This is an optimization exercise on Yosys and OpenROAD, whose aim is small area and a short achievable clock period, not a production implementation.
At most, simulation tests tie the RTL to the original design; equivalence was not proved.
Only the layout flow was run in runs 2 and 3; the RTL was not checked for function there.
No activity file was given, so power comes from the tool's default toggle rates.

==> flow/design.v, too long to show whole: its modules and the start of the top module <==
// module csa_fa: 7 lines
// module mini_cnn: 951 lines
module mini_cnn (
    input         clk,
    input         reset,
    input  [7:0]  pxl_in,
    input  [7:0]  k00, k01, k02,
    input  [7:0]  k10, k11, k12,
    input  [7:0]  k20, k21, k22,
    input  [15:0] w0, w1, w2, w3,
    input  [15:0] bias,
    output [15:0] pool_out,
    output [15:0] fc_out,
    output reg    out_valid
);
  // ...
==> flow/flow/run.sh <==
#!/bin/bash
# Standard ORFS layout, except that the port buffers are the smallest buffer
# (buf_1) instead of the resizer's default choice.
set -uo pipefail
bash standard.sh synth > synth.log 2>&1 || exit 1
bash standard.sh "BUFFER_PORTS_ARGS=-buffer_cell sky130_fd_sc_hd__buf_1" finish > layout.log 2>&1 || exit 1
==> flow/standard.sh <==
#!/bin/bash
# synth_recipe.tcl (not shown) runs the flow's synth.tcl, then flattens the netlist and writes it again
# the make line also repeats each setting of config.mk as NAME=value (left out here)
make -C /OpenROAD-flow-scripts/flow DESIGN_CONFIG=/design/flow/config.mk WORK_HOME=/design/flow/orfs CLKGATE_MAP_FILE= SYNTH_SCRIPT=/design/flow/synth_recipe.tcl "${@:-finish}"
==> flow/config.mk <==
export PLATFORM = sky130hd
export DESIGN_NAME = mini_cnn
export DESIGN_NICKNAME = mini_cnn
export VERILOG_FILES = /design/flow/design.v
export SDC_FILE = /design/flow/constraint.sdc
export NUM_CORES = 4
export LEC_CHECK = 0
export CAP_MARGIN = 50
export CORE_MARGIN = 2
export CORE_UTILIZATION = 65
export CTS_BUF_LIST = sky130_fd_sc_hd__clkbuf_4 sky130_fd_sc_hd__clkbuf_8
export SLEW_MARGIN = 70
export SYNTH_HIERARCHICAL = 1
export SYNTH_MINIMUM_KEEP_SIZE = 0
==> flow/constraint.sdc <==
create_clock -name core_clock -period 13.0 [get_ports {clk}]
set_input_delay 2.6000 -clock core_clock [delete_from_list [all_inputs] [get_ports {clk}]]
set_output_delay 2.6000 -clock core_clock [all_outputs]
set_load 0.01 [all_outputs]
==> impl_metrics.env, run 1 <==
export IMPL_p_comb_mw=3.66
export IMPL_fin_ws_ps=8590
export IMPL_worst_ep_arrival_time_ps=4880
export IMPL_design_core_area_um2=27000
export IMPL_fin_worst_skew_ps=31.1
export IMPL_layout_commonest_cell="nand2_1"
export IMPL_clockRootBuffer="clkbuf_8"
export IMPL_buffers=210
export IMPL_sequentialPower_mw=1.40
export IMPL_layout_cells_non_filler=2100
export IMPL_power_density_nw_per_um2=297
export IMPL_n_tap_cell=341
export IMPL_pwr_share_comb_pct=61.3
export IMPL_regMostFlops="sr"
export IMPL_place_area_um2=19000
export IMPL_min_path_type="reg -> reg"
export IMPL_cp_end_kind="flop"
export IMPL_netlist_area_leader_share_pct=35.1
export IMPL_multi_input_gates=1063
export IMPL_cp_max_fo=8
export IMPL_worstPathCellList="nand2_1 -> fa_1 -> fa_1 -> fa_1 -> fa_1 -> fa_1 -> fa_1 -> fa_1"
export IMPL_synth_area_leaders="dfxtp_1, fa_1, nand2_1"
export IMPL_grt_pass1_wl_um=65800
export IMPL_cp_endpoint="nacc_s[8]"
export IMPL_synth_compound_area_share_pct=8.22
export IMPL_power_mw=5.97
export IMPL_clock_buffers=80
export IMPL_die_y_um=170
export IMPL_clk_path_buf_depth=3
export IMPL_route_detailed_drc=0
export IMPL_hp_start="sr[4][7]"
export IMPL_syn_avg_cell_area_um2=11.7
export IMPL_synth_top_cell_by_area="dfxtp_1"
export IMPL_outcome="timing/DRC/antenna clean"
export IMPL_ir_drop_v=0.000194
export IMPL_synth_top_cells_by_count="nand2_1, dfxtp_1, fa_1, clkbuf_1, inv_1"
==> run 2, diff against run 1 <==
--- a/flow/design.v
+++ b/flow/design.v
@@ -1,15 +1,43 @@
 module csa_fa (
     input  a, b, c,
     output s, co
 );
     assign s = a ^ b ^ c;
     assign co = (a & b) | (a & c) | (b & c);
 endmodule
+module g_xor2 (input a, b, output y);
+    assign y = a ^ b;
+endmodule
+module g_xnor2 (input a, b, output y);
+    assign y = ~(a ^ b);
+endmodule
+module g_maj3 (input a, b, c, output y);
+    assign y = (a & b) | (a & c) | (b & c);
+endmodule
+module g_or2 (input a, b, output y);
+    assign y = a | b;
+endmodule
+module csa_ffa (
+    input  a, b, c,
+    output s, co
+);
+    wire t;
+    g_xor2 x0 (a, b, t);
+    g_xor2 x1 (t, c, s);
+    g_maj3 m0 (a, b, c, co);
+endmodule
+module csa_han (
+    input  a, b,
+    output s, co
+);
+    g_xnor2 x0 (a, b, s);
+    g_or2   o0 (a, b, co);
+endmodule
 `timescale 1ns / 1ps
 module mini_cnn (
     input         clk,
     input         reset,
     input  [7:0]  pxl_in,
     input  [7:0]  k00, k01, k02,
     input  [7:0]  k10, k11, k12,
     input  [7:0]  k20, k21, k22,
@@ -305,23 +333,23 @@
     wire ac12 = nacc_c[12] | initB;
     wire as13 = nacc_s[13] | initB;
     wire ac13 = nacc_c[13] | initB;
     wire as14 = nacc_s[14] | initB;
     wire ac14 = nacc_c[14] | initB;
     wire as15 = nacc_s[15] | initB;
     wire ac15 = nacc_c[15] | initB;
     wire cb1, cb2;
-    csa_fa u_cb1 (pp0_0_5, pp0_1_4, 1'b1, cb1, cb2);
+    csa_han u_cb1 (pp0_0_5, pp0_1_4, cb1, cb2);
     wire cb3, cb4;
     csa_fa u_cb3 (pp0_0_6, pp0_1_5, pp0_2_4, cb3, cb4);
     wire cb5, cb6;
     csa_fa u_cb5 (pp0_3_3, pp0_4_2, pp0_5_1, cb5, cb6);
     wire cb7, cb8;
-    csa_fa u_cb7 (pp0_6_0, pp1_0_6, 1'b1, cb7, cb8);
+    csa_han u_cb7 (pp0_6_0, pp1_0_6, cb7, cb8);
     wire cb9, cb10;
     csa_fa u_cb9 (pp0_0_7, pp0_1_6, pp0_2_5, cb9, cb10);
     wire cb11, cb12;
     csa_fa u_cb11 (pp0_3_4, pp0_4_3, pp0_5_2, cb11, cb12);
     wire cb13, cb14;
     csa_fa u_cb13 (pp0_6_1, pp0_7_0, pp1_0_7, cb13, cb14);
     wire cb15, cb16;
     csa_fa u_cb15 (pp1_1_6, pp1_2_5, pp1_3_4, cb15, cb16);
@@ -331,399 +359,399 @@
     csa_fa u_cb19 (pp0_1_7, pp0_2_6, pp0_3_5, cb19, cb20);
     wire cb21, cb22;
     csa_fa u_cb21 (pp0_4_4, pp0_5_3, pp0_6_2, cb21, cb22);
     wire cb23, cb24;
     csa_fa u_cb23 (pp0_7_1, pp1_1_7, pp1_2_6, cb23, cb24);
     wire cb25, cb26;
     csa_fa u_cb25 (pp1_3_5, pp1_4_4, pp1_5_3, cb25, cb26);
     wire cb27, cb28;
-    csa_fa u_cb27 (pp1_6_2, pp1_7_1, 1'b1, cb27, cb28);
+    csa_han u_cb27 (pp1_6_2, pp1_7_1, cb27, cb28);
     wire cb29, cb30;
     csa_fa u_cb29 (pp0_2_7, pp0_3_6, pp0_4_5, cb29, cb30);
     wire cb31, cb32;
     csa_fa u_cb31 (pp0_5_4, pp0_6_3, pp0_7_2, cb31, cb32);
     wire cb33, cb34;
     csa_fa u_cb33 (pp1_2_7, pp1_3_6, pp1_4_5, cb33, cb34);
     wire cb35, cb36;
-    csa_fa u_cb35 (pp0_3_7, pp0_4_6, 1'b1, cb35, cb36);
+    csa_han u_cb35 (pp0_3_7, pp0_4_6, cb35, cb36);
     wire cb37, cb38;
-    csa_fa u_cb37 (pp0_0_3, pp0_1_2, 1'b1, cb37, cb38);
+    csa_han u_cb37 (pp0_0_3, pp0_1_2, cb37, cb38);
     wire cb39, cb40;
     csa_fa u_cb39 (pp0_0_4, pp0_1_3, pp0_2_2, cb39, cb40);
     wire cb41, cb42;
     csa_fa u_cb41 (pp0_3_1, pp0_4_0, pp1_0_4, cb41, cb42);
     wire cb43, cb44;
-    csa_fa u_cb43 (pp1_1_3, pp1_2_2, 1'b1, cb43, cb44);
+    csa_han u_cb43 (pp1_1_3, pp1_2_2, cb43, cb44);
     wire cb45, cb46;
-    csa_fa u_cb45 (cb1, pp0_2_3, pp0_3_2, cb45, cb46);
+    csa_fa u_cb45 (pp0_2_3, pp0_3_2, pp0_4_1, cb45, cb46);
     wire cb47, cb48;
-    csa_fa u_cb47 (pp0_4_1, pp0_5_0, pp1_0_5, cb47, cb48);
+    csa_fa u_cb47 (pp0_5_0, pp1_0_5, pp1_1_4, cb47, cb48);
     wire cb49, cb50;
-    csa_fa u_cb49 (pp1_1_4, pp1_2_3, pp1_3_2, cb49, cb50);
+    csa_fa u_cb49 (pp1_2_3, pp1_3_2, pp1_4_1, cb49, cb50);
     wire cb51, cb52;
-    csa_fa u_cb51 (pp1_4_1, pp1_5_0, pp2_0_5, cb51, cb52);
+    csa_fa u_cb51 (pp1_5_0, pp2_0_5, pp2_1_4, cb51, cb52);
     wire cb53, cb54;
-    csa_fa u_cb53 (pp2_1_4, pp2_2_3, 1'b1, cb53, cb54);
+    csa_han u_cb53 (pp2_2_3, pp2_3_2, cb53, cb54);
     wire cb55, cb56;
-    csa_fa u_cb55 (cb3, cb5, cb7, cb55, cb56);
+    csa_fa u_cb55 (pp1_1_5, pp1_2_4, pp1_3_3, cb55, cb56);
     wire cb57, cb58;
-    csa_fa u_cb57 (pp1_1_5, pp1_2_4, pp1_3_3, cb57, cb58);
+    csa_fa u_cb57 (pp1_4_2, pp1_5_1, pp1_6_0, cb57, cb58);
     wire cb59, cb60;
-    csa_fa u_cb59 (pp1_4_2, pp1_5_1, pp1_6_0, cb59, cb60);
+    csa_fa u_cb59 (pp2_0_6, pp2_1_5, pp2_2_4, cb59, cb60);
     wire cb61, cb62;
-    csa_fa u_cb61 (pp2_0_6, pp2_1_5, pp2_2_4, cb61, cb62);
+    csa_fa u_cb61 (pp2_3_3, pp2_4_2, pp2_5_1, cb61, cb62);
     wire cb63, cb64;
-    csa_fa u_cb63 (pp2_3_3, pp2_4_2, pp2_5_1, cb63, cb64);
+    csa_fa u_cb63 (pp2_6_0, as6, ac6, cb63, cb64);
     wire cb65, cb66;
-    csa_fa u_cb65 (pp2_6_0, as6, 1'b1, cb65, cb66);
+    csa_han u_cb65 (cb7, cb2, cb65, cb66);
     wire cb67, cb68;
-    csa_fa u_cb67 (cb9, cb11, cb13, cb67, cb68);
+    csa_fa u_cb67 (pp1_7_0, pp2_0_7, pp2_1_6, cb67, cb68);
     wire cb69, cb70;
-    csa_fa u_cb69 (cb15, cb17, pp1_7_0, cb69, cb70);
+    csa_fa u_cb69 (pp2_2_5, pp2_3_4, pp2_4_3, cb69, cb70);
     wire cb71, cb72;
-    csa_fa u_cb71 (pp2_0_7, pp2_1_6, pp2_2_5, cb71, cb72);
+    csa_fa u_cb71 (pp2_5_2, pp2_6_1, pp2_7_0, cb71, cb72);
     wire cb73, cb74;
-    csa_fa u_cb73 (pp2_3_4, pp2_4_3, pp2_5_2, cb73, cb74);
+    csa_fa u_cb73 (as7, ac7, cb8, cb73, cb74);
     wire cb75, cb76;
-    csa_fa u_cb75 (pp2_6_1, pp2_7_0, as7, cb75, cb76);
+    csa_ffa u_cb75 (cb4, cb6, cb9, cb75, cb76);
     wire cb77, cb78;
-    csa_fa u_cb77 (ac7, cb4, cb6, cb77, cb78);
+    csa_fa u_cb77 (cb11, cb13, cb15, cb77, cb78);
     wire cb79, cb80;
-    csa_fa u_cb79 (cb19, cb21, cb23, cb79, cb80);
+    csa_fa u_cb79 (pp2_1_7, pp2_2_6, pp2_3_5, cb79, cb80);
     wire cb81, cb82;
-    csa_fa u_cb81 (cb25, cb27, pp2_1_7, cb81, cb82);
+    csa_fa u_cb81 (pp2_4_4, pp2_5_3, pp2_6_2, cb81, cb82);
     wire cb83, cb84;
-    csa_fa u_cb83 (pp2_2_6, pp2_3_5, pp2_4_4, cb83, cb84);
+    csa_fa u_cb83 (pp2_7_1, as8, ac8, cb83, cb84);
     wire cb85, cb86;
-    csa_fa u_cb85 (pp2_5_3, pp2_6_2, pp2_7_1, cb85, cb86);
+    csa_fa u_cb85 (cb27, cb10, cb12, cb85, cb86);
     wire cb87, cb88;
-    csa_fa u_cb87 (as8, ac8, cb10, cb87, cb88);
+    csa_fa u_cb87 (cb14, cb16, cb18, cb87, cb88);
     wire cb89, cb90;
-    csa_fa u_cb89 (cb12, cb14, cb16, cb89, cb90);
+    csa_fa u_cb89 (cb19, cb21, cb23, cb89, cb90);
     wire cb91, cb92;
-    csa_fa u_cb91 (cb29, cb31, cb33, cb91, cb92);
+    csa_fa u_cb91 (pp1_5_4, pp1_6_3, pp1_7_2, cb91, cb92);
     wire cb93, cb94;
-    csa_fa u_cb93 (pp1_5_4, pp1_6_3, pp1_7_2, cb93, cb94);
+    csa_fa u_cb93 (pp2_2_7, pp2_3_6, pp2_4_5, cb93, cb94);
     wire cb95, cb96;
-    csa_fa u_cb95 (pp2_2_7, pp2_3_6, pp2_4_5, cb95, cb96);
+    csa_fa u_cb95 (pp2_5_4, pp2_6_3, pp2_7_2, cb95, cb96);
     wire cb97, cb98;
-    csa_fa u_cb97 (pp2_5_4, pp2_6_3, pp2_7_2, cb97, cb98);
+    csa_fa u_cb97 (as9, ac9, cb28, cb97, cb98);
     wire cb99, cb100;
-    csa_fa u_cb99 (as9, ac9, cb20, cb99, cb100);
+    csa_fa u_cb99 (cb20, cb22, cb24, cb99, cb100);
     wire cb101, cb102;
-    csa_fa u_cb101 (cb22, cb24, cb26, cb101, cb102);
+    csa_fa u_cb101 (cb26, cb29, cb31, cb101, cb102);
     wire cb103, cb104;
-    csa_fa u_cb103 (cb35, pp0_5_5, pp0_6_4, cb103, cb104);
+    csa_fa u_cb103 (pp0_5_5, pp0_6_4, pp0_7_3, cb103, cb104);
     wire cb105, cb106;
-    csa_fa u_cb105 (pp0_7_3, pp1_3_7, pp1_4_6, cb105, cb106);
+    csa_fa u_cb105 (pp1_3_7, pp1_4_6, pp1_5_5, cb105, cb106);
     wire cb107, cb108;
-    csa_fa u_cb107 (pp1_5_5, pp1_6_4, pp1_7_3, cb107, cb108);
+    csa_fa u_cb107 (pp1_6_4, pp1_7_3, pp2_3_7, cb107, cb108);
     wire cb109, cb110;
-    csa_fa u_cb109 (pp2_3_7, pp2_4_6, pp2_5_5, cb109, cb110);
+    csa_fa u_cb109 (pp2_4_6, pp2_5_5, pp2_6_4, cb109, cb110);
     wire cb111, cb112;
-    csa_fa u_cb111 (pp2_6_4, pp2_7_3, as10, cb111, cb112);
+    csa_fa u_cb111 (pp2_7_3, as10, ac10, cb111, cb112);
     wire cb113, cb114;
-    csa_fa u_cb113 (ac10, cb30, cb32, cb113, cb114);
+    csa_fa u_cb113 (cb35, cb30, cb32, cb113, cb114);
     wire cb115, cb116;
     csa_fa u_cb115 (pp0_4_7, pp0_5_6, pp0_6_5, cb115, cb116);
     wire cb117, cb118;
     csa_fa u_cb117 (pp0_7_4, pp1_4_7, pp1_5_6, cb117, cb118);
     wire cb119, cb120;
     csa_fa u_cb119 (pp1_6_5, pp1_7_4, pp2_4_7, cb119, cb120);
     wire cb121, cb122;
     csa_fa u_cb121 (pp2_5_6, pp2_6_5, pp2_7_4, cb121, cb122);
     wire cb123, cb124;
     csa_fa u_cb123 (pp0_5_7, pp0_6_6, pp0_7_5, cb123, cb124);
     wire cb125, cb126;
     csa_fa u_cb125 (pp0_0_2, pp0_1_1, pp0_2_0, cb125, cb126);
     wire cb127, cb128;
-    csa_fa u_cb127 (cb37, pp0_2_1, pp0_3_0, cb127, cb128);
+    csa_fa u_cb127 (pp0_2_1, pp0_3_0, pp1_0_3, cb127, cb128);
     wire cb129, cb130;
-    csa_fa u_cb129 (pp1_0_3, pp1_1_2, pp1_2_1, cb129, cb130);
+    csa_fa u_cb129 (pp1_1_2, pp1_2_1, pp1_3_0, cb129, cb130);
     wire cb131, cb132;
-    csa_fa u_cb131 (pp1_3_0, pp2_0_3, 1'b1, cb131, cb132);
+    csa_han u_cb131 (pp2_0_3, pp2_1_2, cb131, cb132);
     wire cb133, cb134;
-    csa_fa u_cb133 (cb39, cb41, cb43, cb133, cb134);
+    csa_fa u_cb133 (pp1_3_1, pp1_4_0, pp2_0_4, cb133, cb134);
     wire cb135, cb136;
-    csa_fa u_cb135 (pp1_3_1, pp1_4_0, pp2_0_4, cb135, cb136);
+    csa_fa u_cb135 (pp2_1_3, pp2_2_2, pp2_3_1, cb135, cb136);
     wire cb137, cb138;
-    csa_fa u_cb137 (pp2_1_3, pp2_2_2, pp2_3_1, cb137, cb138);
+    csa_fa u_cb137 (pp2_4_0, as4, ac4, cb137, cb138);
     wire cb139, cb140;
-    csa_fa u_cb139 (pp2_4_0, as4, 1'b1, cb139, cb140);
+    csa_han u_cb139 (cb43, cb38, cb139, cb140);
     wire cb141, cb142;
-    csa_fa u_cb141 (cb45, cb47, cb49, cb141, cb142);
+    csa_fa u_cb141 (pp2_4_1, pp2_5_0, as5, cb141, cb142);
     wire cb143, cb144;
-    csa_fa u_cb143 (cb51, cb53, pp2_3_2, cb143, cb144);
+    csa_fa u_cb143 (ac5, cb53, cb1, cb143, cb144);
     wire cb145, cb146;
-    csa_fa u_cb145 (pp2_4_1, pp2_5_0, as5, cb145, cb146);
+    csa_fa u_cb145 (cb44, cb40, cb42, cb145, cb146);
     wire cb147, cb148;
-    csa_fa u_cb147 (ac5, cb40, cb42, cb147, cb148);
+    csa_fa u_cb147 (cb45, cb47, cb49, cb147, cb148);
     wire cb149, cb150;
-    csa_fa u_cb149 (cb55, cb57, cb59, cb149, cb150);
+    csa_fa u_cb149 (cb54, cb46, cb48, cb149, cb150);
     wire cb151, cb152;
-    csa_fa u_cb151 (cb61, cb63, cb65, cb151, cb152);
+    csa_fa u_cb151 (cb50, cb52, cb55, cb151, cb152);
     wire cb153, cb154;
-    csa_fa u_cb153 (ac6, cb2, cb46, cb153, cb154);
+    csa_fa u_cb153 (cb57, cb59, cb61, cb153, cb154);
     wire cb155, cb156;
-    csa_fa u_cb155 (cb48, cb50, cb52, cb155, cb156);
+    csa_fa u_cb155 (cb63, cb3, cb5, cb155, cb156);
     wire cb157, cb158;
-    csa_fa u_cb157 (cb67, cb69, cb71, cb157, cb158);
+    csa_fa u_cb157 (cb56, cb58, cb60, cb157, cb158);
     wire cb159, cb160;
-    csa_fa u_cb159 (cb73, cb75, cb77, cb159, cb160);
+    csa_fa u_cb159 (cb62, cb64, cb67, cb159, cb160);
     wire cb161, cb162;
-    csa_fa u_cb161 (cb8, cb56, cb58, cb161, cb162);
+    csa_fa u_cb161 (cb69, cb71, cb17, cb161, cb162);
     wire cb163, cb164;
-    csa_fa u_cb163 (cb60, cb62, cb64, cb163, cb164);
+    csa_fa u_cb163 (cb73, cb66, cb75, cb163, cb164);
     wire cb165, cb166;
-    csa_fa u_cb165 (cb79, cb81, cb83, cb165, cb166);
+    csa_fa u_cb165 (cb68, cb70, cb72, cb165, cb166);
     wire cb167, cb168;
-    csa_fa u_cb167 (cb85, cb87, cb89, cb167, cb168);
+    csa_fa u_cb167 (cb79, cb81, cb83, cb167, cb168);
     wire cb169, cb170;
-    csa_fa u_cb169 (cb18, cb68, cb70, cb169, cb170);
+    csa_ffa u_cb169 (cb25, cb74, cb85, cb169, cb170);
     wire cb171, cb172;
-    csa_fa u_cb171 (cb72, cb74, cb76, cb171, cb172);
+    csa_ffa u_cb171 (cb87, cb76, cb78, cb171, cb172);
     wire cb173, cb174;
-    csa_fa u_cb173 (cb91, cb93, cb95, cb173, cb174);
+    csa_fa u_cb173 (cb80, cb82, cb84, cb173, cb174);
     wire cb175, cb176;
-    csa_fa u_cb175 (cb97, cb99, cb101, cb175, cb176);
+    csa_fa u_cb175 (cb91, cb93, cb95, cb175, cb176);
     wire cb177, cb178;
-    csa_fa u_cb177 (cb28, cb80, cb82, cb177, cb178);
+    csa_fa u_cb177 (cb33, cb97, cb86, cb177, cb178);
     wire cb179, cb180;
-    csa_fa u_cb179 (cb84, cb86, cb88, cb179, cb180);
+    csa_fa u_cb179 (cb88, cb99, cb90, cb179, cb180);
     wire cb181, cb182;
-    csa_fa u_cb181 (cb103, cb105, cb107, cb181, cb182);
+    csa_fa u_cb181 (cb34, cb92, cb94, cb181, cb182);
     wire cb183, cb184;
-    csa_fa u_cb183 (cb109, cb111, cb113, cb183, cb184);
+    csa_fa u_cb183 (cb96, cb103, cb105, cb183, cb184);
     wire cb185, cb186;
-    csa_fa u_cb185 (cb34, cb92, cb94, cb185, cb186);
+    csa_fa u_cb185 (cb107, cb109, cb111, cb185, cb186);
     wire cb187, cb188;
-    csa_fa u_cb187 (cb96, cb98, cb100, cb187, cb188);
+    csa_fa u_cb187 (cb98, cb100, cb113, cb187, cb188);
     wire cb189, cb190;
-    csa_fa u_cb189 (cb115, cb117, cb119, cb189, cb190);
+    csa_fa u_cb189 (as11, ac11, cb36, cb189, cb190);
     wire cb191, cb192;
-    csa_fa u_cb191 (cb121, as11, ac11, cb191, cb192);
+    csa_fa u_cb191 (cb104, cb106, cb108, cb191, cb192);
     wire cb193, cb194;
-    csa_fa u_cb193 (cb36, cb104, cb106, cb193, cb194);
+    csa_fa u_cb193 (cb110, cb112, cb115, cb193, cb194);
     wire cb195, cb196;
-    csa_fa u_cb195 (cb108, cb110, cb112, cb195, cb196);
+    csa_fa u_cb195 (cb117, cb119, cb121, cb195, cb196);
     wire cb197, cb198;
-    csa_fa u_cb197 (cb123, pp1_5_7, pp1_6_6, cb197, cb198);
+    csa_fa u_cb197 (pp1_5_7, pp1_6_6, pp1_7_5, cb197, cb198);
     wire cb199, cb200;
-    csa_fa u_cb199 (pp1_7_5, pp2_5_7, pp2_6_6, cb199, cb200);
+    csa_fa u_cb199 (pp2_5_7, pp2_6_6, pp2_7_5, cb199, cb200);
     wire cb201, cb202;
-    csa_fa u_cb201 (pp2_7_5, as12, ac12, cb201, cb202);
+    csa_fa u_cb201 (as12, ac12, cb116, cb201, cb202);
     wire cb203, cb204;
-    csa_fa u_cb203 (cb116, cb118, cb120, cb203, cb204);
+    csa_fa u_cb203 (cb118, cb120, cb122, cb203, cb204);
     wire cb205, cb206;
     csa_fa u_cb205 (pp0_6_7, pp0_7_6, pp1_6_7, cb205, cb206);
     wire cb207, cb208;
     csa_fa u_cb207 (pp1_7_6, pp2_6_7, pp2_7_6, cb207, cb208);
     wire cb209, cb210;
     csa_fa u_cb209 (pp0_0_1, pp0_1_0, pp1_0_1, cb209, cb210);
     wire cb211, cb212;
-    csa_fa u_cb211 (cb125, pp1_0_2, pp1_1_1, cb211, cb212);
+    csa_fa u_cb211 (pp1_0_2, pp1_1_1, pp1_2_0, cb211, cb212);
     wire cb213, cb214;
-    csa_fa u_cb213 (pp1_2_0, pp2_0_2, pp2_1_1, cb213, cb214);
+    csa_fa u_cb213 (pp2_0_2, pp2_1_1, pp2_2_0, cb213, cb214);
     wire cb215, cb216;
-    csa_fa u_cb215 (cb127, cb129, cb131, cb215, cb216);
+    csa_fa u_cb215 (pp2_2_1, pp2_3_0, as3, cb215, cb216);
     wire cb217, cb218;
-    csa_fa u_cb217 (pp2_1_2, pp2_2_1, pp2_3_0, cb217, cb218);
+    csa_fa u_cb217 (ac3, cb131, cb37, cb217, cb218);
     wire cb219, cb220;
-    csa_fa u_cb219 (as3, ac3, 1'b1, cb219, cb220);
+    csa_han u_cb219 (cb126, cb127, cb219, cb220);
     wire cb221, cb222;
-    csa_fa u_cb221 (cb133, cb135, cb137, cb221, cb222);
+    csa_fa u_cb221 (cb132, cb128, cb130, cb221, cb222);
     wire cb223, cb224;
-    csa_fa u_cb223 (cb139, ac4, cb38, cb223, cb224);
+    csa_fa u_cb223 (cb133, cb135, cb137, cb223, cb224);
     wire cb225, cb226;
-    csa_fa u_cb225 (cb128, cb130, cb132, cb225, cb226);
+    csa_fa u_cb225 (cb39, cb41, cb139, cb225, cb226);
     wire cb227, cb228;
-    csa_fa u_cb227 (cb141, cb143, cb145, cb227, cb228);
+    csa_fa u_cb227 (cb134, cb136, cb138, cb227, cb228);
     wire cb229, cb230;
-    csa_fa u_cb229 (cb147, cb44, cb134, cb229, cb230);
+    csa_fa u_cb229 (cb141, cb51, cb140, cb229, cb230);
     wire cb231, cb232;
-    csa_fa u_cb231 (cb136, cb138, cb140, cb231, cb232);
+    csa_ffa u_cb231 (cb143, cb145, cb147, cb231, cb232);
     wire cb233, cb234;
-    csa_fa u_cb233 (cb149, cb151, cb153, cb233, cb234);
+    csa_fa u_cb233 (cb142, cb65, cb144, cb233, cb234);
     wire cb235, cb236;
-    csa_fa u_cb235 (cb155, cb54, cb142, cb235, cb236);
+    csa_fa u_cb235 (cb146, cb149, cb151, cb235, cb236);
     wire cb237, cb238;
-    csa_fa u_cb237 (cb144, cb146, cb148, cb237, cb238);
+    csa_fa u_cb237 (cb148, cb153, cb155, cb237, cb238);
     wire cb239, cb240;
-    csa_fa u_cb239 (cb157, cb159, cb161, cb239, cb240);
+    csa_fa u_cb239 (cb150, cb157, cb159, cb239, cb240);
     wire cb241, cb242;
-    csa_fa u_cb241 (cb163, cb66, cb150, cb241, cb242);
+    csa_fa u_cb241 (cb152, cb154, cb156, cb241, cb242);
     wire cb243, cb244;
-    csa_fa u_cb243 (cb152, cb154, cb156, cb243, cb244);
+    csa_ffa u_cb243 (cb161, cb77, cb163, cb243, cb244);
     wire cb245, cb246;
-    csa_fa u_cb245 (cb165, cb167, cb169, cb245, cb246);
+    csa_fa u_cb245 (cb158, cb165, cb160, cb245, cb246);
     wire cb247, cb248;
-    csa_fa u_cb247 (cb171, cb78, cb158, cb247, cb248);
+    csa_fa u_cb247 (cb162, cb167, cb89, cb247, cb248);
     wire cb249, cb250;
-    csa_fa u_cb249 (cb160, cb162, cb164, cb249, cb250);
+    csa_ffa u_cb249 (cb169, cb164, cb171, cb249, cb250);
     wire cb251, cb252;
-    csa_fa u_cb251 (cb173, cb175, cb177, cb251, cb252);
+    csa_fa u_cb251 (cb166, cb173, cb168, cb251, cb252);
     wire cb253, cb254;
-    csa_fa u_cb253 (cb179, cb90, cb166, cb253, cb254);
+    csa_ffa u_cb253 (cb175, cb101, cb177, cb253, cb254);
     wire cb255, cb256;
-    csa_fa u_cb255 (cb168, cb170, cb172, cb255, cb256);
+    csa_ffa u_cb255 (cb170, cb172, cb179, cb255, cb256);
     wire cb257, cb258;
-    csa_fa u_cb257 (cb181, cb183, cb185, cb257, cb258);
+    csa_fa u_cb257 (cb174, cb181, cb102, cb257, cb258);
     wire cb259, cb260;
-    csa_fa u_cb259 (cb187, cb102, cb174, cb259, cb260);
+    csa_fa u_cb259 (cb176, cb183, cb185, cb259, cb260);
     wire cb261, cb262;
-    csa_fa u_cb261 (cb176, cb178, cb180, cb261, cb262);
+    csa_ffa u_cb261 (cb178, cb187, cb180, cb261, cb262);
     wire cb263, cb264;
-    csa_fa u_cb263 (cb189, cb191, cb193, cb263, cb264);
+    csa_fa u_cb263 (cb189, cb114, cb182, cb263, cb264);
     wire cb265, cb266;
-    csa_fa u_cb265 (cb195, cb114, cb182, cb265, cb266);
+    csa_fa u_cb265 (cb191, cb193, cb184, cb265, cb266);
     wire cb267, cb268;
-    csa_fa u_cb267 (cb184, cb186, cb188, cb267, cb268);
+    csa_ffa u_cb267 (cb186, cb195, cb188, cb267, cb268);
     wire cb269, cb270;
-    csa_fa u_cb269 (cb197, cb199, cb201, cb269, cb270);
+    csa_fa u_cb269 (cb197, cb199, cb123, cb269, cb270);
     wire cb271, cb272;
-    csa_fa u_cb271 (cb203, cb122, cb190, cb271, cb272);
+    csa_fa u_cb271 (cb201, cb190, cb192, cb271, cb272);
     wire cb273, cb274;
-    csa_fa u_cb273 (cb192, cb194, cb196, cb273, cb274);
+    csa_fa u_cb273 (cb203, cb194, cb196, cb273, cb274);
     wire cb275, cb276;
-    csa_fa u_cb275 (cb205, cb207, as13, cb275, cb276);
+    csa_fa u_cb275 (as13, ac13, cb124, cb275, cb276);
     wire cb277, cb278;
-    csa_fa u_cb277 (ac13, cb124, cb198, cb277, cb278);
+    csa_fa u_cb277 (cb198, cb200, cb205, cb277, cb278);
     wire cb279, cb280;
-    csa_fa u_cb279 (cb200, cb202, cb204, cb279, cb280);
+    csa_fa u_cb279 (cb207, cb202, cb204, cb279, cb280);
     wire cb281, cb282;
     csa_fa u_cb281 (pp0_7_7, pp1_7_7, pp2_7_7, cb281, cb282);
     wire cb283, cb284;
     csa_fa u_cb283 (as14, ac14, cb206, cb283, cb284);
     wire cb285, cb286;
-    csa_fa u_cb285 (pp0_0_0, pp1_0_0, 1'b1, cb285, cb286);
+    csa_han u_cb285 (pp0_0_0, pp1_0_0, cb285, cb286);
     wire cb287, cb288;
-    csa_fa u_cb287 (cb209, pp1_1_0, pp2_0_1, cb287, cb288);
+    csa_fa u_cb287 (pp1_1_0, pp2_0_1, pp2_1_0, cb287, cb288);
     wire cb289, cb290;
-    csa_fa u_cb289 (pp2_1_0, as1, 1'b1, cb289, cb290);
+    csa_han u_cb289 (as1, ac1, cb289, cb290);
     wire cb291, cb292;
-    csa_fa u_cb291 (cb211, cb213, pp2_2_0, cb291, cb292);
+    csa_fa u_cb291 (as2, ac2, cb210, cb291, cb292);
     wire cb293, cb294;
-    csa_fa u_cb293 (as2, ac2, cb210, cb293, cb294);
+    csa_fa u_cb293 (cb211, cb213, cb125, cb293, cb294);
     wire cb295, cb296;
-    csa_fa u_cb295 (cb215, cb217, cb219, cb295, cb296);
+    csa_fa u_cb295 (cb212, cb214, cb215, cb295, cb296);
     wire cb297, cb298;
-    csa_fa u_cb297 (cb126, cb212, cb214, cb297, cb298);
+    csa_fa u_cb297 (cb129, cb217, cb219, cb297, cb298);
     wire cb299, cb300;
-    csa_fa u_cb299 (cb221, cb223, cb225, cb299, cb300);
+    csa_fa u_cb299 (cb216, cb218, cb220, cb299, cb300);
     wire cb301, cb302;
-    csa_fa u_cb301 (cb216, cb218, cb220, cb301, cb302);
+    csa_fa u_cb301 (cb221, cb223, cb225, cb301, cb302);
     wire cb303, cb304;
-    csa_fa u_cb303 (cb227, cb229, cb231, cb303, cb304);
+    csa_fa u_cb303 (cb222, cb227, cb224, cb303, cb304);
     wire cb305, cb306;
-    csa_fa u_cb305 (cb222, cb224, cb226, cb305, cb306);
+    csa_fa u_cb305 (cb229, cb226, cb231, cb305, cb306);
     wire cb307, cb308;
-    csa_fa u_cb307 (cb233, cb235, cb237, cb307, cb308);
+    csa_fa u_cb307 (cb228, cb230, cb233, cb307, cb308);
     wire cb309, cb310;
-    csa_fa u_cb309 (cb228, cb230, cb232, cb309, cb310);
+    csa_fa u_cb309 (cb235, cb232, cb237, cb309, cb310);
     wire cb311, cb312;
-    csa_fa u_cb311 (cb239, cb241, cb243, cb311, cb312);
+    csa_ffa u_cb311 (cb234, cb236, cb239, cb311, cb312);
     wire cb313, cb314;
-    csa_fa u_cb313 (cb234, cb236, cb238, cb313, cb314);
+    csa_fa u_cb313 (cb241, cb238, cb243, cb313, cb314);
     wire cb315, cb316;
-    csa_fa u_cb315 (cb245, cb247, cb249, cb315, cb316);
+    csa_fa u_cb315 (cb240, cb242, cb245, cb315, cb316);
     wire cb317, cb318;
-    csa_fa u_cb317 (cb240, cb242, cb244, cb317, cb318);
+    csa_fa u_cb317 (cb247, cb244, cb249, cb317, cb318);
     wire cb319, cb320;
-    csa_fa u_cb319 (cb251, cb253, cb255, cb319, cb320);
+    csa_fa u_cb319 (cb246, cb251, cb248, cb319, cb320);
     wire cb321, cb322;
-    csa_fa u_cb321 (cb246, cb248, cb250, cb321, cb322);
+    csa_fa u_cb321 (cb253, cb250, cb255, cb321, cb322);
     wire cb323, cb324;
-    csa_fa u_cb323 (cb257, cb259, cb261, cb323, cb324);
+    csa_ffa u_cb323 (cb252, cb257, cb259, cb323, cb324);
     wire cb325, cb326;
-    csa_fa u_cb325 (cb252, cb254, cb256, cb325, cb326);
+    csa_fa u_cb325 (cb254, cb256, cb261, cb325, cb326);
     wire cb327, cb328;
-    csa_fa u_cb327 (cb263, cb265, cb267, cb327, cb328);
+    csa_ffa u_cb327 (cb263, cb258, cb265, cb327, cb328);
     wire cb329, cb330;
-    csa_fa u_cb329 (cb258, cb260, cb262, cb329, cb330);
+    csa_ffa u_cb329 (cb260, cb267, cb262, cb329, cb330);
     wire cb331, cb332;
-    csa_fa u_cb331 (cb269, cb271, cb273, cb331, cb332);
+    csa_fa u_cb331 (cb269, cb271, cb264, cb331, cb332);
     wire cb333, cb334;
-    csa_fa u_cb333 (cb264, cb266, cb268, cb333, cb334);
+    csa_ffa u_cb333 (cb266, cb273, cb268, cb333, cb334);
     wire cb335, cb336;
-    csa_fa u_cb335 (cb275, cb277, cb279, cb335, cb336);
+    csa_fa u_cb335 (cb275, cb277, cb270, cb335, cb336);
     wire cb337, cb338;
-    csa_fa u_cb337 (cb270, cb272, cb274, cb337, cb338);
+    csa_fa u_cb337 (cb272, cb279, cb274, cb337, cb338);
     wire cb339, cb340;
-    csa_fa u_cb339 (cb281, cb283, cb208, cb339, cb340);
+    csa_fa u_cb339 (cb208, cb281, cb283, cb339, cb340);
     wire cb341, cb342;
     csa_fa u_cb341 (cb276, cb278, cb280, cb341, cb342);
     wire cb343, cb344;
     csa_fa u_cb343 (as15, ac15, cb282, cb343, cb344);
     wire cb345, cb346;
-    csa_fa u_cb345 (cb285, pp2_0_0, 1'b1, cb345, cb346);
+    csa_han u_cb345 (pp2_0_0, as0, cb345, cb346);
     wire cb347, cb348;
-    csa_fa u_cb347 (cb287, cb289, ac1, cb347, cb348);
+    csa_fa u_cb347 (cb289, cb286, cb287, cb347, cb348);
     wire cb349, cb350;
-    csa_fa u_cb349 (cb291, cb293, cb288, cb349, cb350);
+    csa_fa u_cb349 (cb290, cb288, cb291, cb349, cb350);
     wire cb351, cb352;
-    csa_fa u_cb351 (cb295, cb297, cb292, cb351, cb352);
+    csa_fa u_cb351 (cb292, cb295, cb294, cb351, cb352);
     wire cb353, cb354;
-    csa_fa u_cb353 (cb299, cb301, cb296, cb353, cb354);
+    csa_fa u_cb353 (cb296, cb299, cb298, cb353, cb354);
     wire cb355, cb356;
-    csa_fa u_cb355 (cb303, cb305, cb300, cb355, cb356);
+    csa_fa u_cb355 (cb300, cb303, cb302, cb355, cb356);
     wire cb357, cb358;
-    csa_fa u_cb357 (cb307, cb309, cb304, cb357, cb358);
+    csa_fa u_cb357 (cb304, cb307, cb306, cb357, cb358);
     wire cb359, cb360;
-    csa_fa u_cb359 (cb311, cb313, cb308, cb359, cb360);
+    csa_ffa u_cb359 (cb308, cb311, cb310, cb359, cb360);
     wire cb361, cb362;
-    csa_fa u_cb361 (cb315, cb317, cb312, cb361, cb362);
+    csa_ffa u_cb361 (cb312, cb315, cb314, cb361, cb362);
     wire cb363, cb364;
-    csa_fa u_cb363 (cb319, cb321, cb316, cb363, cb364);
+    csa_ffa u_cb363 (cb316, cb319, cb318, cb363, cb364);
     wire cb365, cb366;
-    csa_fa u_cb365 (cb323, cb325, cb320, cb365, cb366);
+    csa_ffa u_cb365 (cb320, cb323, cb322, cb365, cb366);
     wire cb367, cb368;
-    csa_fa u_cb367 (cb327, cb329, cb324, cb367, cb368);
+    csa_ffa u_cb367 (cb327, cb324, cb329, cb367, cb368);
     wire cb369, cb370;
-    csa_fa u_cb369 (cb331, cb333, cb328, cb369, cb370);
+    csa_ffa u_cb369 (cb331, cb328, cb333, cb369, cb370);
     wire cb371, cb372;
-    csa_fa u_cb371 (cb335, cb337, cb332, cb371, cb372);
+    csa_fa u_cb371 (cb335, cb332, cb337, cb371, cb372);
     wire cb373, cb374;
-    csa_fa u_cb373 (cb339, cb341, cb336, cb373, cb374);
+    csa_fa u_cb373 (cb339, cb336, cb341, cb373, cb374);
     wire cb375, cb376;
     csa_fa u_cb375 (cb343, cb284, cb340, cb375, cb376);
     wire cb377, cb378;
-    csa_fa u_cb377 (cb345, as0, 1'b1, cb377, cb378);
+    csa_han u_cb377 (ac0, cb345, cb377, cb378);
     wire cb379, cb380;
-    csa_fa u_cb379 (cb347, cb286, cb346, cb379, cb380);
+    csa_fa u_cb379 (cb346, cb209, cb347, cb379, cb380);
     wire cb381, cb382;
-    csa_fa u_cb381 (cb349, cb290, cb348, cb381, cb382);
+    csa_fa u_cb381 (cb349, cb348, cb293, cb381, cb382);
     wire cb383, cb384;
-    csa_fa u_cb383 (cb351, cb294, cb350, cb383, cb384);
+    csa_fa u_cb383 (cb350, cb297, cb351, cb383, cb384);
     wire cb385, cb386;
-    csa_fa u_cb385 (cb353, cb298, cb352, cb385, cb386);
+    csa_fa u_cb385 (cb352, cb301, cb353, cb385, cb386);
     wire cb387, cb388;
-    csa_fa u_cb387 (cb355, cb302, cb354, cb387, cb388);
+    csa_fa u_cb387 (cb305, cb354, cb355, cb387, cb388);
     wire cb389, cb390;
-    csa_fa u_cb389 (cb357, cb306, cb356, cb389, cb390);
+    csa_fa u_cb389 (cb356, cb309, cb357, cb389, cb390);
     wire cb391, cb392;
-    csa_fa u_cb391 (cb359, cb310, cb358, cb391, cb392);
+    csa_fa u_cb391 (cb313, cb358, cb359, cb391, cb392);
     wire cb393, cb394;
-    csa_fa u_cb393 (cb361, cb314, cb360, cb393, cb394);
+    csa_ffa u_cb393 (cb317, cb360, cb361, cb393, cb394);
     wire cb395, cb396;
-    csa_fa u_cb395 (cb363, cb318, cb362, cb395, cb396);
+    csa_ffa u_cb395 (cb362, cb321, cb363, cb395, cb396);
     wire cb397, cb398;
-    csa_fa u_cb397 (cb365, cb322, cb364, cb397, cb398);
+    csa_ffa u_cb397 (cb325, cb365, cb364, cb397, cb398);
     wire cb399, cb400;
-    csa_fa u_cb399 (cb367, cb326, cb366, cb399, cb400);
+    csa_ffa u_cb399 (cb326, cb367, cb366, cb399, cb400);
     wire cb401, cb402;
-    csa_fa u_cb401 (cb369, cb330, cb368, cb401, cb402);
+    csa_ffa u_cb401 (cb330, cb369, cb368, cb401, cb402);
     wire cb403, cb404;
-    csa_fa u_cb403 (cb371, cb334, cb370, cb403, cb404);
+    csa_ffa u_cb403 (cb334, cb371, cb370, cb403, cb404);
     wire cb405, cb406;
-    csa_fa u_cb405 (cb373, cb338, cb372, cb405, cb406);
+    csa_fa u_cb405 (cb338, cb373, cb372, cb405, cb406);
     wire cb407, cb408;
     csa_fa u_cb407 (cb375, cb342, cb374, cb407, cb408);
     wire [15:0] nb_s = {cb407, cb405, cb403, cb401, cb399, cb397, cb395, cb393, cb391, cb389, cb387, cb385, cb383, cb381, cb379, cb377};
-    wire [15:0] nb_c = {cb406, cb404, cb402, cb400, cb398, cb396, cb394, cb392, cb390, cb388, cb386, cb384, cb382, cb380, cb378, ac0};
+    wire [15:0] nb_c = {cb406, cb404, cb402, cb400, cb398, cb396, cb394, cb392, cb390, cb388, cb386, cb384, cb382, cb380, cb378, cb285};
     always @(posedge clk) begin
         nacc_s <= nb_s;
         nacc_c <= nb_c;
     end
     wire [15:0] S = ~(nacc_s + nacc_c + 16'd1);
     wire [14:0] relu = S[15] ? 15'd0 : S[14:0];
     reg ld;            
     reg [1:0] widx;    
@@ -742,23 +770,27 @@
     end
     wire [15:0] wsel = (widx == 2'd0) ? w0 : (widx == 2'd1) ? w1 : (widx == 2'd2) ? w2 : w3;
     reg [14:0] d;      
     reg [15:0] ws;     
     always @(posedge clk) begin
         d  <= ld ? relu : {5'd0, d[14:5]};
         ws <= ld ? wsel : {ws[10:0], 5'd0};
     end
-    reg grp_first;     
-    always @(posedge clk) grp_first <= (ph == 5'd14) | (ph == 5'd1);
+    reg grp_first0, grp_first1;     
+    always @(posedge clk) begin
+        grp_first0 <= (ph == 5'd14) | (ph == 5'd1);
+        grp_first1 <= (ph == 5'd14) | (ph == 5'd1) | (ph == 5'd13);
+    end
+    wire m_first = (ph == 5'd15) | (ph == 5'd2);
     wire m_en = (ph == 5'd15) | (ph == 5'd18) | (ph == 5'd21) | (ph == 5'd24) | (ph == 5'd2) | (ph == 5'd5) | (ph == 5'd8) | (ph == 5'd11);
     reg [15:0] bias_r;
     reg [15:0] acc_fc;
     reg [14:0] m;
-    wire [15:0] fbase = grp_first ? bias_r : acc_fc;
+    wire [15:0] fbase = {grp_first1 ? bias_r[15:8] : acc_fc[15:8], grp_first0 ? bias_r[7:0] : acc_fc[7:0]};
     wire fb0 = ~fbase[0];
     wire fb1 = ~fbase[1];
     wire fb2 = ~fbase[2];
     wire fb3 = ~fbase[3];
     wire fb4 = ~fbase[4];
     wire fb5 = ~fbase[5];
     wire fb6 = ~fbase[6];
     wire fb7 = ~fbase[7];
@@ -836,124 +868,124 @@
     wire fp4_9 = ~(d[4] & ws[5]);
     wire fp4_10 = ~(d[4] & ws[6]);
     wire fp4_11 = ~(d[4] & ws[7]);
     wire fp4_12 = ~(d[4] & ws[8]);
     wire fp4_13 = ~(d[4] & ws[9]);
     wire fp4_14 = ~(d[4] & ws[10]);
     wire fp4_15 = ~(d[4] & ws[11]);
     wire cf1, cf2;
-    csa_fa u_cf1 (fb3, fp0_3, 1'b1, cf1, cf2);
+    csa_han u_cf1 (fp0_3, fp1_3, cf1, cf2);
     wire cf3, cf4;
-    csa_fa u_cf3 (fb4, fp0_4, fp1_4, cf3, cf4);
+    csa_fa u_cf3 (fp0_4, fp1_4, fp2_4, cf3, cf4);
     wire cf5, cf6;
-    csa_fa u_cf5 (fp2_4, fp3_4, 1'b1, cf5, cf6);
+    csa_han u_cf5 (fp3_4, fp4_4, cf5, cf6);
     wire cf7, cf8;
-    csa_fa u_cf7 (fb5, fp0_5, fp1_5, cf7, cf8);
+    csa_fa u_cf7 (fp0_5, fp1_5, fp2_5, cf7, cf8);
     wire cf9, cf10;
-    csa_fa u_cf9 (fp2_5, fp3_5, fp4_5, cf9, cf10);
+    csa_fa u_cf9 (fp3_5, fp4_5, fb5, cf9, cf10);
     wire cf11, cf12;
-    csa_fa u_cf11 (fb6, fp0_6, fp1_6, cf11, cf12);
+    csa_fa u_cf11 (fp0_6, fp1_6, fp2_6, cf11, cf12);
     wire cf13, cf14;
-    csa_fa u_cf13 (fp2_6, fp3_6, fp4_6, cf13, cf14);
+    csa_ffa u_cf13 (fp3_6, fp4_6, fb6, cf13, cf14);
     wire cf15, cf16;
-    csa_fa u_cf15 (fb7, fp0_7, fp1_7, cf15, cf16);
+    csa_fa u_cf15 (fp0_7, fp1_7, fp2_7, cf15, cf16);
     wire cf17, cf18;
-    csa_fa u_cf17 (fp2_7, fp3_7, fp4_7, cf17, cf18);
+    csa_ffa u_cf17 (fp3_7, fp4_7, fb7, cf17, cf18);
     wire cf19, cf20;
-    csa_fa u_cf19 (fb8, fp0_8, fp1_8, cf19, cf20);
+    csa_fa u_cf19 (fp0_8, fp1_8, fp2_8, cf19, cf20);
     wire cf21, cf22;
-    csa_fa u_cf21 (fp2_8, fp3_8, fp4_8, cf21, cf22);
+    csa_ffa u_cf21 (fp3_8, fp4_8, fb8, cf21, cf22);
     wire cf23, cf24;
-    csa_fa u_cf23 (fb9, fp0_9, fp1_9, cf23, cf24);
+    csa_fa u_cf23 (fp0_9, fp1_9, fp2_9, cf23, cf24);
     wire cf25, cf26;
-    csa_fa u_cf25 (fp2_9, fp3_9, fp4_9, cf25, cf26);
+    csa_ffa u_cf25 (fp3_9, fp4_9, fb9, cf25, cf26);
     wire cf27, cf28;
-    csa_fa u_cf27 (fb10, fp0_10, fp1_10, cf27, cf28);
+    csa_fa u_cf27 (fp0_10, fp1_10, fp2_10, cf27, cf28);
     wire cf29, cf30;
-    csa_fa u_cf29 (fp2_10, fp3_10, fp4_10, cf29, cf30);
+    csa_ffa u_cf29 (fp3_10, fp4_10, fb10, cf29, cf30);
     wire cf31, cf32;
-    csa_fa u_cf31 (fb11, fp0_11, fp1_11, cf31, cf32);
+    csa_fa u_cf31 (fp0_11, fp1_11, fp2_11, cf31, cf32);
     wire cf33, cf34;
-    csa_fa u_cf33 (fp2_11, fp3_11, fp4_11, cf33, cf34);
+    csa_ffa u_cf33 (fp3_11, fp4_11, fb11, cf33, cf34);
     wire cf35, cf36;
-    csa_fa u_cf35 (fb12, fp0_12, fp1_12, cf35, cf36);
+    csa_fa u_cf35 (fp0_12, fp1_12, fp2_12, cf35, cf36);
     wire cf37, cf38;
-    csa_fa u_cf37 (fp2_12, fp3_12, fp4_12, cf37, cf38);
+    csa_ffa u_cf37 (fp3_12, fp4_12, fb12, cf37, cf38);
     wire cf39, cf40;
-    csa_fa u_cf39 (fb13, fp0_13, fp1_13, cf39, cf40);
+    csa_fa u_cf39 (fp0_13, fp1_13, fp2_13, cf39, cf40);
     wire cf41, cf42;
-    csa_fa u_cf41 (fp2_13, fp3_13, fp4_13, cf41, cf42);
+    csa_ffa u_cf41 (fp3_13, fp4_13, fb13, cf41, cf42);
     wire cf43, cf44;
-    csa_fa u_cf43 (fb14, fp0_14, fp1_14, cf43, cf44);
+    csa_fa u_cf43 (fp0_14, fp1_14, fp2_14, cf43, cf44);
     wire cf45, cf46;
-    csa_fa u_cf45 (fp2_14, fp3_14, fp4_14, cf45, cf46);
+    csa_ffa u_cf45 (fp3_14, fp4_14, fb14, cf45, cf46);
     wire cf47, cf48;
-    csa_fa u_cf47 (fb15, fp0_15, fp1_15, cf47, cf48);
+    csa_fa u_cf47 (fp0_15, fp1_15, fp2_15, cf47, cf48);
     wire cf49, cf50;
-    csa_fa u_cf49 (fp2_15, fp3_15, fp4_15, cf49, cf50);
+    csa_fa u_cf49 (fp3_15, fp4_15, fb15, cf49, cf50);
     wire cf51, cf52;
-    csa_fa u_cf51 (fb2, fp0_2, 1'b1, cf51, cf52);
+    csa_han u_cf51 (fp0_2, fp1_2, cf51, cf52);
     wire cf53, cf54;
-    csa_fa u_cf53 (cf1, fp1_3, fp2_3, cf53, cf54);
+    csa_fa u_cf53 (fp2_3, fp3_3, fb3, cf53, cf54);
     wire cf55, cf56;
-    csa_fa u_cf55 (cf3, cf5, fp4_4, cf55, cf56);
+    csa_fa u_cf55 (fb4, cf5, cf2, cf55, cf56);
     wire cf57, cf58;
-    csa_fa u_cf57 (cf7, cf9, cf4, cf57, cf58);
+    csa_ffa u_cf57 (cf6, cf4, cf7, cf57, cf58);
     wire cf59, cf60;
-    csa_fa u_cf59 (cf11, cf13, cf8, cf59, cf60);
+    csa_ffa u_cf59 (cf8, cf11, cf13, cf59, cf60);
     wire cf61, cf62;
-    csa_fa u_cf61 (cf15, cf17, cf12, cf61, cf62);
+    csa_ffa u_cf61 (cf12, cf15, cf17, cf61, cf62);
     wire cf63, cf64;
-    csa_fa u_cf63 (cf19, cf21, cf16, cf63, cf64);
+    csa_ffa u_cf63 (cf16, cf19, cf21, cf63, cf64);
     wire cf65, cf66;
-    csa_fa u_cf65 (cf23, cf25, cf20, cf65, cf66);
+    csa_ffa u_cf65 (cf20, cf23, cf25, cf65, cf66);
     wire cf67, cf68;
-    csa_fa u_cf67 (cf27, cf29, cf24, cf67, cf68);
+    csa_ffa u_cf67 (cf24, cf27, cf29, cf67, cf68);
     wire cf69, cf70;
-    csa_fa u_cf69 (cf31, cf33, cf28, cf69, cf70);
+    csa_ffa u_cf69 (cf28, cf31, cf33, cf69, cf70);
     wire cf71, cf72;
-    csa_fa u_cf71 (cf35, cf37, cf32, cf71, cf72);
+    csa_ffa u_cf71 (cf32, cf35, cf37, cf71, cf72);
     wire cf73, cf74;
-    csa_fa u_cf73 (cf39, cf41, cf36, cf73, cf74);
+    csa_ffa u_cf73 (cf36, cf39, cf41, cf73, cf74);
     wire cf75, cf76;
-    csa_fa u_cf75 (cf43, cf45, cf40, cf75, cf76);
+    csa_ffa u_cf75 (cf40, cf43, cf45, cf75, cf76);
     wire cf77, cf78;
-    csa_fa u_cf77 (cf47, cf49, cf44, cf77, cf78);
+    csa_ffa u_cf77 (cf44, cf47, cf49, cf77, cf78);
     wire cf79, cf80;
-    csa_fa u_cf79 (fb1, fp0_1, 1'b1, cf79, cf80);
+    csa_han u_cf79 (fp0_1, fp1_1, cf79, cf80);
     wire cf81, cf82;
-    csa_fa u_cf81 (cf51, fp1_2, fp2_2, cf81, cf82);
+    csa_fa u_cf81 (fp2_2, fb2, cf51, cf81, cf82);
     wire cf83, cf84;
-    csa_fa u_cf83 (cf53, fp3_3, cf52, cf83, cf84);
+    csa_fa u_cf83 (cf1, cf52, cf53, cf83, cf84);
     wire cf85, cf86;
-    csa_fa u_cf85 (cf55, cf2, cf54, cf85, cf86);
+    csa_ffa u_cf85 (cf3, cf54, cf55, cf85, cf86);
     wire cf87, cf88;
-    csa_fa u_cf87 (cf57, cf6, cf56, cf87, cf88);
+    csa_ffa u_cf87 (cf9, cf56, cf57, cf87, cf88);
     wire cf89, cf90;
-    csa_fa u_cf89 (cf59, cf10, cf58, cf89, cf90);
+    csa_ffa u_cf89 (cf10, cf58, cf59, cf89, cf90);
     wire cf91, cf92;
-    csa_fa u_cf91 (cf61, cf14, cf60, cf91, cf92);
+    csa_ffa u_cf91 (cf14, cf60, cf61, cf91, cf92);
     wire cf93, cf94;
-    csa_fa u_cf93 (cf63, cf18, cf62, cf93, cf94);
+    csa_ffa u_cf93 (cf18, cf62, cf63, cf93, cf94);
     wire cf95, cf96;
-    csa_fa u_cf95 (cf65, cf22, cf64, cf95, cf96);
+    csa_ffa u_cf95 (cf22, cf64, cf65, cf95, cf96);
     wire cf97, cf98;
-    csa_fa u_cf97 (cf67, cf26, cf66, cf97, cf98);
+    csa_ffa u_cf97 (cf26, cf66, cf67, cf97, cf98);
     wire cf99, cf100;
-    csa_fa u_cf99 (cf69, cf30, cf68, cf99, cf100);
+    csa_ffa u_cf99 (cf30, cf68, cf69, cf99, cf100);
     wire cf101, cf102;
-    csa_fa u_cf101 (cf71, cf34, cf70, cf101, cf102);
+    csa_ffa u_cf101 (cf34, cf70, cf71, cf101, cf102);
     wire cf103, cf104;
-    csa_fa u_cf103 (cf73, cf38, cf72, cf103, cf104);
+    csa_ffa u_cf103 (cf38, cf72, cf73, cf103, cf104);
     wire cf105, cf106;
-    csa_fa u_cf105 (cf75, cf42, cf74, cf105, cf106);
+    csa_ffa u_cf105 (cf42, cf74, cf75, cf105, cf106);
     wire cf107, cf108;
-    csa_fa u_cf107 (cf77, cf46, cf76, cf107, cf108);
-    wire [15:0] nf = ~({cf107, cf105, cf103, cf101, cf99, cf97, cf95, cf93, cf91, cf89, cf87, cf85, cf83, cf81, cf79, fb0} + {cf106, cf104, cf102, cf100, cf98, cf96, cf94, cf92, cf90, cf88, cf86, cf84, cf82, cf80, fp1_1, fp0_0} + 16'd1);
+    csa_ffa u_cf107 (cf46, cf76, cf77, cf107, cf108);
+    wire [15:0] nf = ~({cf107, cf105, cf103, cf101, cf99, cf97, cf95, cf93, cf91, cf89, cf87, cf85, cf83, cf81, cf79, fp0_0} + {cf106, cf104, cf102, cf100, cf98, cf96, cf94, cf92, cf90, cf88, cf86, cf84, cf82, cf80, fb1, fb0} + 16'd1);
     always @(posedge clk) begin
         bias_r <= bias;
         acc_fc <= nf;
-        if (grp_first | (m_en & (d > m))) m <= d;
+        if (m_first | (m_en & (d > m))) m <= d;
     end
     assign pool_out = {1'b0, m};
     assign fc_out = acc_fc;
 endmodule
==> flow/config.mk (replaced) <==
export PLATFORM = sky130hd
export DESIGN_NAME = mini_cnn
export DESIGN_NICKNAME = mini_cnn
export VERILOG_FILES = /design/flow/design.v
export SDC_FILE = /design/flow/constraint.sdc
export NUM_CORES = 4
export LEC_CHECK = 0
export CAP_MARGIN = 50
export CORE_MARGIN = 2
export CORE_UTILIZATION = 65
export CTS_BUF_LIST = sky130_fd_sc_hd__clkbuf_8 sky130_fd_sc_hd__clkbuf_16
export CTS_CLUSTER_DIAMETER = 60
export CTS_CLUSTER_SIZE = 30
export SLEW_MARGIN = 70
export SYNTH_HIERARCHICAL = 1
export SYNTH_MINIMUM_KEEP_SIZE = 0
==> impl_metrics.env, run 2 <==
export IMPL_finalHoldViolCount=0
export IMPL_regMostFlops="sr"
export IMPL_worst_setup_path_type="reg -> out"
export IMPL_rsz0062_at_grt="false"
export IMPL_max_freq_ghz=0.268
export IMPL_start_util_pct=65.6
export IMPL_grt_pass1_vias=13000
export IMPL_cts_sinks=336
export IMPL_io_pins=195
export IMPL_largest_register_ffs=168
export IMPL_nets=2219
export IMPL_grt_pass1_wl_um=66700
export IMPL_clk_latency_ps=570
export IMPL_final_cell_mix="nand2_1, dfxtp_1, buf_1, fa_1, xor2_1"
export IMPL_period_share_pct=28.7
export IMPL_design_core_area_um2=27600
export IMPL_port_buffers=193
export IMPL_multiInputGateArea_um2=10700
export IMPL_route_detailed_drc=0
export IMPL_post_cts_resized=0
export IMPL_holdWs_ps=311
export IMPL_dp_cells=2172
export IMPL_dieArea_um2=29200
export IMPL_slew_violations=0
export IMPL_min_path_type="reg -> reg"
export IMPL_outcome="timing/DRC/antenna clean"
export IMPL_cts_buffers=25
export IMPL_diodes=0
export IMPL_num_vias=12600
export IMPL_clk_path_buf_depth=3
export IMPL_htree_levels=1
export IMPL_p_leak_nw=7.68
export IMPL_regArea_um2=6950
export IMPL_hold_buffers=0
export IMPL_power_density_nw_per_um2=281
export IMPL_min_period_ps=3730
export IMPL_required_ps=10400
export IMPL_place_gp_congestion=0.898
export IMPL_cp_slowest_cell="edfxtp_1"
export IMPL_finalWirelength_um=41900
export IMPL_finalSetupTns_ps=0
export IMPL_clockRootBuffer="clkbuf_16"
export IMPL_yosys_warnings=8
export IMPL_syn_to_final_growth_pct=11.2
export IMPL_crit_family="flip-flops"
export IMPL_antenna_found_initial=0
export IMPL_cts_tree="built"
export IMPL_cp_start_kind="flop"
export IMPL_cp_max_fo=2
export IMPL_synthCells=1674
export IMPL_die_x_um=171
export IMPL_wl_per_cell_um=18.9
export IMPL_finalSetupViolCount=0
export IMPL_cp_end_kind="output port"
export IMPL_maxCapViolCount=0
export IMPL_grtUsageTotal_pct=29.4
export IMPL_dp_hpwl_um=32000
export IMPL_first_iter_violations=1018
export IMPL_post_route_util_pct=73.0
export IMPL_fill_cells=2113
export IMPL_worstPathCellList="buf_1"
export IMPL_row_count=61
export IMPL_fin_worst_skew_ps=27.9
export IMPL_layout_cells_non_filler=2218
export IMPL_ir_drop_v=0.000233
export IMPL_dr_pass1_iters=9
export IMPL_final_antenna_net_count=0
export IMPL_layout_commonest_cell="nand2_1"
export IMPL_crit_buf_inv=1
export IMPL_worst_ep_arrival_time_ps=1130
export IMPL_viasPerCell=5.70
export IMPL_clkTransAtPathRegs_ps=90
export IMPL_syn_area_um2=18100
export IMPL_cp_slowest_stage_delay_ps=410
export IMPL_syn_avg_cell_area_um2=10.8
export IMPL_die_y_um=171
export IMPL_post_cts_buffers=0
export IMPL_grt_max_degree=36
export IMPL_drive_above_1_share_pct=12.8
export IMPL_overflow=0
-- run 2: layout make-up --
class / count / area share (%)
clock buffers: 25 / 3.10
clock inverters: 19 / 1.38
inverters: 55 / 1.02
multi-input cells: 1191 / 53.3
flip-flops and latches: 336 / 34.5
well taps: 378 / 2.35
repair buffers: 214 / 4.39
-- run 2: final timing paths --
kind | slack [ps] | cells after the start | end | startpoint
max | 9270 | 1 | pool_out[0] | m[0]
min reg2reg | 310 | 0 | sr[21][0] | sr[20][0]
min in group asynchronous | 1920 | 2 | ph[0] | reset
max reg2reg | 9300 | 9 | nacc_c[11] | ka0[6]
max in group asynchronous | 10800 | 2 | ph[3] | reset
min | 310 | 0 | sr[21][0] | sr[20][0]
-- run 2: per-layer routing --
metal  GRT usage, %  share of wire (%)  wire (um)
met5              0                  0          0
met4           9.58                3.1       1310
met3           4.37                6.8       2830
met1           37.1                 41      17000
met2           51.9                 50      20700
-- run 2: power by group --
part / total (mW) / switching [mW] / internal [mW]
logic: 3.45 / 1.83 / 1.62
clock network: 0.825 / 0.434 / 0.391
registers: 1.40 / 0.141 / 1.26
-- run 2: through the flow --
step / setup slack, ps / cell area [um^2] / power [mW]
global placement: 9250 / 19000 / 4.72
global route: 9080 / 20200 / 6.19
detailed placement: 9360 / 19200 / 4.84
finish: 9270 / 20200 / 5.67
floorplan: 9460 / 18100 / 4.17
CTS: 9250 / 20100 / 5.68
==> run 3, diff against run 2 <==
==> flow/config.mk (replaced) <==
export PLATFORM = sky130hd
export DESIGN_NAME = mini_cnn
export DESIGN_NICKNAME = mini_cnn
export VERILOG_FILES = /design/flow/design.v
export SDC_FILE = /design/flow/constraint.sdc
export NUM_CORES = 4
export LEC_CHECK = 0
export ABC_AREA = 1
export CAP_MARGIN = 50
export CORE_MARGIN = 2
export CORE_UTILIZATION = 65
export CTS_BUF_LIST = sky130_fd_sc_hd__clkbuf_4 sky130_fd_sc_hd__clkbuf_8
export SLEW_MARGIN = 70
export SYNTH_HIERARCHICAL = 1
export SYNTH_MINIMUM_KEEP_SIZE = 0
==> impl_metrics.env, run 3 <==
export IMPL_fin_worst_skew_ps=26.8
export IMPL_clockRootBuffer="clkbuf_8"
export IMPL_io_pins=195
export IMPL_diodes=0
export IMPL_period_share_pct=29.6
export IMPL_cp_end_kind="output port"
export IMPL_clk_path_buf_depth=3
export IMPL_place_gp_congestion=0.903
export IMPL_grt_pass1_vias=17900
export IMPL_htree_levels=2
export IMPL_cp_max_fo=2
export IMPL_startpoint="acc_fc[14]"
export IMPL_final_cell_area_um2=23100
export IMPL_cts_sinks=336
export IMPL_crit_buf_inv=1
export IMPL_cp_slowest_stage_delay_ps=430
export IMPL_port_buffers=193
export IMPL_p_leak_nw=12.1
export IMPL_place_area_um2=21900
export IMPL_finalSetupTns_ps=0
export IMPL_syn_avg_cell_area_um2=7.51
export IMPL_yosys_warnings=8
export IMPL_min_path_type="reg -> reg"
export IMPL_layout_cells_non_filler=3381
export IMPL_route_detailed_drc=0
export IMPL_antenna_found_initial=0
export IMPL_layout_commonest_cell="nand2_1"
export IMPL_holdWs_ps=317
export IMPL_ir_drop_v=0.000363
export IMPL_finalHoldViolCount=0
export IMPL_grt_max_degree=38
export IMPL_grtUsageTotal_pct=32.1
export IMPL_die_x_um=183
export IMPL_max_freq_ghz=0.260
export IMPL_final_antenna_net_count=0
export IMPL_dp_hpwl_um=40800
export IMPL_worst_ep_arrival_time_ps=1250
export IMPL_required_ps=10400
export IMPL_post_cts_buffers=0
export IMPL_largest_register_ffs=168
export IMPL_row_count=65
export IMPL_crit_family="flip-flops"
export IMPL_r2r_start="pa0[4]"
export IMPL_syn_area_um2=20900
export IMPL_cp_start_kind="flop"
export IMPL_drive_above_1_share_pct=8.56
export IMPL_worstPathCellList="buf_1"
export IMPL_num_vias=17800
export IMPL_viasPerCell=5.27
export IMPL_clkTransAtPathRegs_ps=60
export IMPL_cts_tree="built"
export IMPL_post_cts_resized=0
export IMPL_nets=3335
export IMPL_post_route_util_pct=73.1
export IMPL_finalSetupViolCount=0
export IMPL_power_density_nw_per_um2=259
export IMPL_finalWirelength_um=52400
export IMPL_final_cell_mix="nand2_1, inv_1, dfxtp_1, buf_1, fa_1"
export IMPL_cts_buffers=53
export IMPL_dr_pass1_iters=6
export IMPL_grt_pass1_wl_um=86200
export IMPL_rsz0062_at_grt="false"
export IMPL_dieArea_um2=33600
export IMPL_dp_cells=3285
export IMPL_outcome="timing/DRC/antenna clean"
export IMPL_min_period_ps=3850
export IMPL_die_y_um=183
export IMPL_synthCells=2777
export IMPL_wl_per_cell_um=15.5
export IMPL_slew_violations=0
export IMPL_maxCapViolCount=0
export IMPL_hold_buffers=0
export IMPL_design_core_area_um2=31600
export IMPL_worst_setup_path_type="reg -> out"
export IMPL_regMostFlops="sr"
export IMPL_overflow=0
export IMPL_clk_latency_ps=610
export IMPL_hp_start="sr[20][6]"
export IMPL_first_iter_violations=1035
export IMPL_syn_to_final_growth_pct=10.5
export IMPL_start_util_pct=66.1
export IMPL_cp_slowest_cell="dfxtp_1"
## run 3: changes by cell type in the layout (fill, tap and decap cells not counted), moves of 25 or more
cell | previous run | this run
clkbuf_16 | 25 | 0
maj3_2 | 57 | 0
nand3_2 | 0 | 60
xor2_1 | 130 | 13
a222oi_1 | 48 | 0
mux2_2 | 26 | 1
inv_1 | 55 | 472
nand3_1 | 9 | 90
xnor2_1 | 37 | 11
clkbuf_8 | 0 | 63
nand4_1 | 3 | 39
nand2_1 | 312 | 1124
## run 3: power by group
group	internal [mW]	total, mW	switching [mW]
Sequential	1.22	1.36	0.141
Clock	0.548	0.977	0.429
Combinational	1.39	3.63	2.25
## run 3: layer usage
metal,track usage [%],routed length [um],part of all wire (%)
met2,57.4,25300,48
met5,0,0,0
met1,39.3,21800,42
met4,13.0,2120,4.1
met3,4.21,3210,6.1
## run 3: worst paths after layout
check	to	slack (ps)	depth (start not counted)
setup / recovery	fc_out[14]	9150	1
hold / removal	sr[21][6]	320	0
setup reg to reg	nacc_s[13]	9390	12
hold reg to reg	sr[21][6]	320	0
max in group asynchronous	ph[3]	10810	2
min in group asynchronous	out_valid	1920	2
## run 3: area by class of cell
type / instances / area, um^2
multi-input cells: 1861 / 11800
clock buffers: 78 / 980
clock inverters: 17 / 190
flip-flops and latches: 336 / 6940
inverters: 484 / 1830
repair buffers: 203 / 792
fillers: 2533 / 8490
well taps: 402 / 503
## run 3: stage by stage
stage	power, mW	worst slack [ps]
3_3_place_gp	4.81	9390
4_1_cts	5.98	9120
5_1_grt	6.65	9090
6_report	5.98	9150
3_5_place_dp	4.99	9430
2_1_floorplan	4.18	9610

==> re-timing with driven ports <==
Ports are ideal in the flow. The routed layouts listed here were re-timed in OpenROAD.
Step 1 sets driving cells, clkbuf_16 on the clock port and buf_2 on the other inputs (assumed; they add their load-dependent delay and slew).
Step 2 adds t to the input delays and takes it off the output delays; t is the mean of the earliest and latest rising clock arrival at the registers after step 1. Input paths then give back, and output paths get back, about the clock's delay inside the block.
a / b / c = no drivers / after step 1 / after step 2; a / b = the first two.
| run | shift t [ns] | setup WS [ns] | hold slack, ns | worst setup path at the end | latest minus earliest clock arrival (ns) |
|---|---|---|---|---|---|
| run 1 | 0.637 | 8.589 / 8.589 / 8.589 | 0.323 / 0.323 / 0.323 | register to register | 0.031 / 0.031 |
| run 2 | 0.611 | 9.269 / 9.216 / 9.296 | 0.311 / 0.311 / 0.311 | register to register | 0.033 / 0.033 |
| run 3 | 0.648 | 9.149 / 9.099 / 9.394 | 0.317 / 0.317 / 0.317 | register to register | 0.027 / 0.028 |
After both steps every run listed still meets setup and hold.
